Background: an optimization exercise with open tools, aiming at small area, a short achievable clock period and few clock cycles. Do not read the settings as production practice.
At most, simulation tests tie the RTL to the original design; equivalence was not proved.
No activity file was given, so power comes from the tool's default toggle rates.

## red
==> flow/design.v <==
`timescale 1 ns/1 ns
module SAD(Go, A_Addr, A_Data, B_Addr, B_Data, C_Addr, I_RW, I_En, O_RW, O_En, Done, SAD_Out, Clk, Rst);
   input Go;
   input [7:0] A_Data, B_Data;
   output [14:0] A_Addr, B_Addr;
   output [6:0] C_Addr;
   output I_RW, I_En, O_RW;
   output reg O_En, Done;
   output [31:0] SAD_Out;
   input Clk, Rst;
   reg [7:0]  L;           
   reg [6:0]  H;           
   reg        H7;
   reg [7:0]  x1;
   reg        c1n;
   reg [15:0] Sum;
   reg        f2;          
   reg        l1, l2;      
   wire       busy = (|L) | (|H);
   wire       run = Go | busy;
   wire       lastpix = &L;
   wire       adv = run & lastpix;
   wire       fb = H[6] ^ H[5] ^ (H[5:0] == 6'd0);
   wire [7:0] ag = A_Data & ~B_Data;
   wire [7:0] ap = A_Data | ~B_Data;
   wire [7:0] ah = ~(A_Data ^ B_Data);
   wire n10, n32, q32, n54, q54, n76, q76;      
   wire g20, g30, g64, p64, g74, p74;           
   wire n40, n50, n60, n70;                     
   sad_g  #(4'b0001)   l1a(.gh(ag[1]), .ph(ap[1]), .gl(ag[0]), .g(n10));
   sad_gp #(6'b000011) l1b(.gh(ag[3]), .ph(ap[3]), .gl(ag[2]), .pl(ap[2]), .g(n32), .p(q32));
   sad_gp #(6'b000011) l1c(.gh(ag[5]), .ph(ap[5]), .gl(ag[4]), .pl(ap[4]), .g(n54), .p(q54));
   sad_gp #(6'b000011) l1d(.gh(ag[7]), .ph(ap[7]), .gl(ag[6]), .pl(ap[6]), .g(n76), .p(q76));
   sad_g  #(4'b0010)   l2a(.gh(ag[2]), .ph(ap[2]), .gl(n10), .g(g20));
   sad_g  #(4'b1110)   l2b(.gh(n32), .ph(q32), .gl(n10), .g(g30));
   sad_gp #(6'b001100) l2c(.gh(ag[6]), .ph(ap[6]), .gl(n54), .pl(q54), .g(g64), .p(p64));
   sad_gp #(6'b111100) l2d(.gh(n76), .ph(q76), .gl(n54), .pl(q54), .g(g74), .p(p74));
   sad_g  #(4'b0001)   l3a(.gh(ag[4]), .ph(ap[4]), .gl(g30), .g(n40));
   sad_g  #(4'b1101)   l3b(.gh(n54), .ph(q54), .gl(g30), .g(n50));
   sad_g  #(4'b0001)   l3c(.gh(g64), .ph(p64), .gl(g30), .g(n60));
   sad_g  #(4'b0001)   l3d(.gh(g74), .ph(p74), .gl(g30), .g(n70));
   wire [7:0] s;
   assign s[0] = ah[0];
   sad_x  u_s1(.a(ah[1]), .b(ag[0]), .y(s[1]));
   sad_xn u_s2(.a(ah[2]), .b(n10), .y(s[2]));
   sad_x  u_s3(.a(ah[3]), .b(g20), .y(s[3]));
   sad_x  u_s4(.a(ah[4]), .b(g30), .y(s[4]));
   sad_xn u_s5(.a(ah[5]), .b(n40), .y(s[5]));
   sad_xn u_s6(.a(ah[6]), .b(n50), .y(s[6]));
   sad_xn u_s7(.a(ah[7]), .b(n60), .y(s[7]));
   wire        c1 = ~c1n;
   wire [7:0]  x = x1 ^ {8{c1n}};
   wire [15:0] base = f2 ? 16'd0 : Sum;
   wire [7:0]  bg = base[7:0] & x;
   wire [7:0]  bp = base[7:0] | x;
   wire [7:0]  bh = base[7:0] ^ x;
   wire        bg0;
   sad_g u_b0(.gh(bg[0]), .ph(bp[0]), .gl(c1), .g(bg0));
   wire [7:0]  bc;         
   sad_pfx8 u_pb(.g({bg[7:1], bg0}), .p(bp), .c(bc));
   wire [7:0]  lo = bh ^ {bc[6:0], c1};
   wire [7:0]  hp;         
   assign hp[0] = 1'b1;
   genvar hi_i;
   generate
      for (hi_i = 1; hi_i < 8; hi_i = hi_i + 1) begin : hpg
         assign hp[hi_i] = &base[hi_i+7:8];
      end
   endgenerate
   wire [7:0]  hi = base[15:8] ^ (hp & {8{bc[7]}});
   assign A_Addr = {H, L};
   assign B_Addr = {H, L};
   assign C_Addr = {H7, H[6:1]};
   assign I_En = 1'b1;
   assign I_RW = 1'b0;
   assign O_RW = 1'b1;
   assign SAD_Out = {16'b0, Sum};
   always @(posedge Clk) begin
      if (Rst) begin
         L <= 8'd0;
         H <= 7'd0;
      end else begin
         L <= L + {7'd0, run};
         if (adv) H <= {H[5:0], fb};
      end
      if (adv) H7 <= H[6];
      l1 <= ~Rst & lastpix;
      x1 <= s;
      c1n <= n70;
      l2 <= ~Rst & l1;
      f2 <= (L == 8'd1);
      Sum <= {hi, lo};
      O_En <= ~Rst & l2;
      Done <= ~Rst & l2 & ~busy;
   end
endmodule
module sad_g(gh, ph, gl, g);
   parameter INV = 4'b0000;
   input gh, ph, gl;
   output g;
   wire igh = gh ^ INV[3];
   wire iph = ph ^ INV[2];
   wire igl = gl ^ INV[1];
   assign g = (igh | (iph & igl)) ^ INV[0];
endmodule
module sad_gp(gh, ph, gl, pl, g, p);
   parameter INV = 6'b000000;
   input gh, ph, gl, pl;
   output g, p;
   wire igh = gh ^ INV[5];
   wire iph = ph ^ INV[4];
   wire igl = gl ^ INV[3];
   wire ipl = pl ^ INV[2];
   assign g = (igh | (iph & igl)) ^ INV[1];
   assign p = (iph & ipl) ^ INV[0];
endmodule
module sad_x(a, b, y);
   input a, b;
   output y;
   assign y = a ^ b;
endmodule
module sad_xn(a, b, y);
   input a, b;
   output y;
   assign y = ~(a ^ b);
endmodule
module sad_pfx8(g, p, c);
   input [7:0] g, p;
   output [7:0] c;
   wire g10, g32, p32, g54, p54, g76, p76;
   wire g20, g30, g64, p64, g74, p74;
   sad_g  l1a(.gh(g[1]), .ph(p[1]), .gl(g[0]), .g(g10));
   sad_gp l1b(.gh(g[3]), .ph(p[3]), .gl(g[2]), .pl(p[2]), .g(g32), .p(p32));
   sad_gp l1c(.gh(g[5]), .ph(p[5]), .gl(g[4]), .pl(p[4]), .g(g54), .p(p54));
   sad_gp l1d(.gh(g[7]), .ph(p[7]), .gl(g[6]), .pl(p[6]), .g(g76), .p(p76));
   sad_g  l2a(.gh(g[2]), .ph(p[2]), .gl(g10), .g(g20));
   sad_g  l2b(.gh(g32), .ph(p32), .gl(g10), .g(g30));
   sad_gp l2c(.gh(g[6]), .ph(p[6]), .gl(g54), .pl(p54), .g(g64), .p(p64));
   sad_gp l2d(.gh(g76), .ph(p76), .gl(g54), .pl(p54), .g(g74), .p(p74));
   sad_g  l3a(.gh(g[4]), .ph(p[4]), .gl(g30), .g(c[4]));
   sad_g  l3b(.gh(g54), .ph(p54), .gl(g30), .g(c[5]));
   sad_g  l3c(.gh(g64), .ph(p64), .gl(g30), .g(c[6]));
   sad_g  l3d(.gh(g74), .ph(p74), .gl(g30), .g(c[7]));
   assign c[0] = g[0];
   assign c[1] = g10;
   assign c[2] = g20;
   assign c[3] = g30;
endmodule
Settings: LEC_CHECK=0, CAP_MARGIN=20, CORE_MARGIN=2, CORE_UTILIZATION=45, SLEW_MARGIN=20, SYNTH_HIERARCHICAL=1, SYNTH_MINIMUM_KEEP_SIZE=0; clock period 8.0 ns.
standard.sh (not shown) runs the stock make flow with config.mk's settings and CLKGATE_MAP_FILE= SYNTH_SCRIPT=/design/flow/synth_recipe.tcl, a recipe that flattens the netlist after the stock synthesis.
==> flow/flow/run.sh <==
#!/bin/bash
# Standard layout with three changes: port buffers made of buf_1 cells
# instead of the delay buffers buffer_ports picks by default, adders left to
# ABC, no dummy loads added to the clock tree, and timing repair aimed 5.5 ns below the period.
set -euo pipefail
bash standard.sh \
  "BUFFER_PORTS_ARGS=-buffer_cell sky130_fd_sc_hd__buf_1" \
  ADDER_MAP_FILE= \
  "CTS_ARGS=-sink_clustering_enable -repair_clock_nets -dont_use_dummy_load" \
  SETUP_SLACK_MARGIN=5.5 \
  finish > make_finish.log 2>&1
Testbench counts of red, summed over its fixed seeds: cycles 393,246.
Input changes introduced in blue (baseline for comparison: red):
--- a/flow/design.v
+++ b/flow/design.v
@@ -57,19 +57,18 @@
    wire        bg0;
    sad_g u_b0(.gh(bg[0]), .ph(bp[0]), .gl(c1), .g(bg0));
    wire [7:0]  bc;         
    sad_pfx8 u_pb(.g({bg[7:1], bg0}), .p(bp), .c(bc));
    wire [7:0]  lo = bh ^ {bc[6:0], c1};
-   wire [7:0]  hp;         
-   assign hp[0] = 1'b1;
-   genvar hi_i;
+   wire [7:0]  hi1 = base[15:8] + 8'd1;
+   wire [7:0]  hi;
+   genvar hm_i;
    generate
-      for (hi_i = 1; hi_i < 8; hi_i = hi_i + 1) begin : hpg
-         assign hp[hi_i] = &base[hi_i+7:8];
+      for (hm_i = 0; hm_i < 8; hm_i = hm_i + 1) begin : him
+         sad_mux u_hm(.s(bc[7]), .a(hi1[hm_i]), .b(base[hm_i+8]), .y(hi[hm_i]));
       end
    endgenerate
-   wire [7:0]  hi = base[15:8] ^ (hp & {8{bc[7]}});
    assign A_Addr = {H, L};
    assign B_Addr = {H, L};
    assign C_Addr = {H7, H[6:1]};
    assign I_En = 1'b1;
    assign I_RW = 1'b0;
@@ -112,10 +111,15 @@
    wire igl = gl ^ INV[3];
    wire ipl = pl ^ INV[2];
    assign g = (igh | (iph & igl)) ^ INV[1];
    assign p = (iph & ipl) ^ INV[0];
 endmodule
+module sad_mux(s, a, b, y);
+   input s, a, b;
+   output y;
+   assign y = s ? a : b;
+endmodule
 module sad_x(a, b, y);
    input a, b;
    output y;
    assign y = a ^ b;
 endmodule
--- outcome ---
- Static power due to leakage: blue vs red up about 12%
- When blue is measured against red, its relative contribution of combinational cells to total power turns out 2.8 points higher.
- Going from red to blue, the number of placed instances, taps included was found to have gone up by 3.2%.
- [blue] share of post-route cells with drive strength above 1 rose 3.7 points relative to red
- Compared with red, blue shows net count reported at finish that has gone up by a few percent.
- blue -> red: final worst setup slack flat
For blue, only the layout was checked, not whether the RTL still works.

static timing again, ports no longer ideal:
In the flow no input, the clock included, has a driving cell. The finished layouts below were timed again as built, in two steps.
Step 1 sets driving cells, clkbuf_16 on the clock port and buf_2 on the other inputs (assumed; they add their load-dependent delay and slew).
Step 2 moves the port delays by t, midway between the first and last clock arrival at a register: inputs arrive t later, outputs are due t later. That takes back most of the time a late clock gives input paths.
Three values: ideal ports, drivers, drivers and shift; two values: the first two.
run | t (ns) | setup slack, ns | hold slack, ns | worst data-port slew with drivers (ns)
red | 0.315 | 5.542 / 5.514 / 5.344 | 0.449 / 0.449 / 0.449 | 0.03
blue | 0.322 | 5.543 / 5.513 / 5.325 | 0.450 / 0.450 / 0.450 | 0.03
After both steps setup and hold are still met in every run listed. For blue, which loses most, drivers alone change the setup slack by -0.030 ns; drivers and shift together by -0.218 ns.
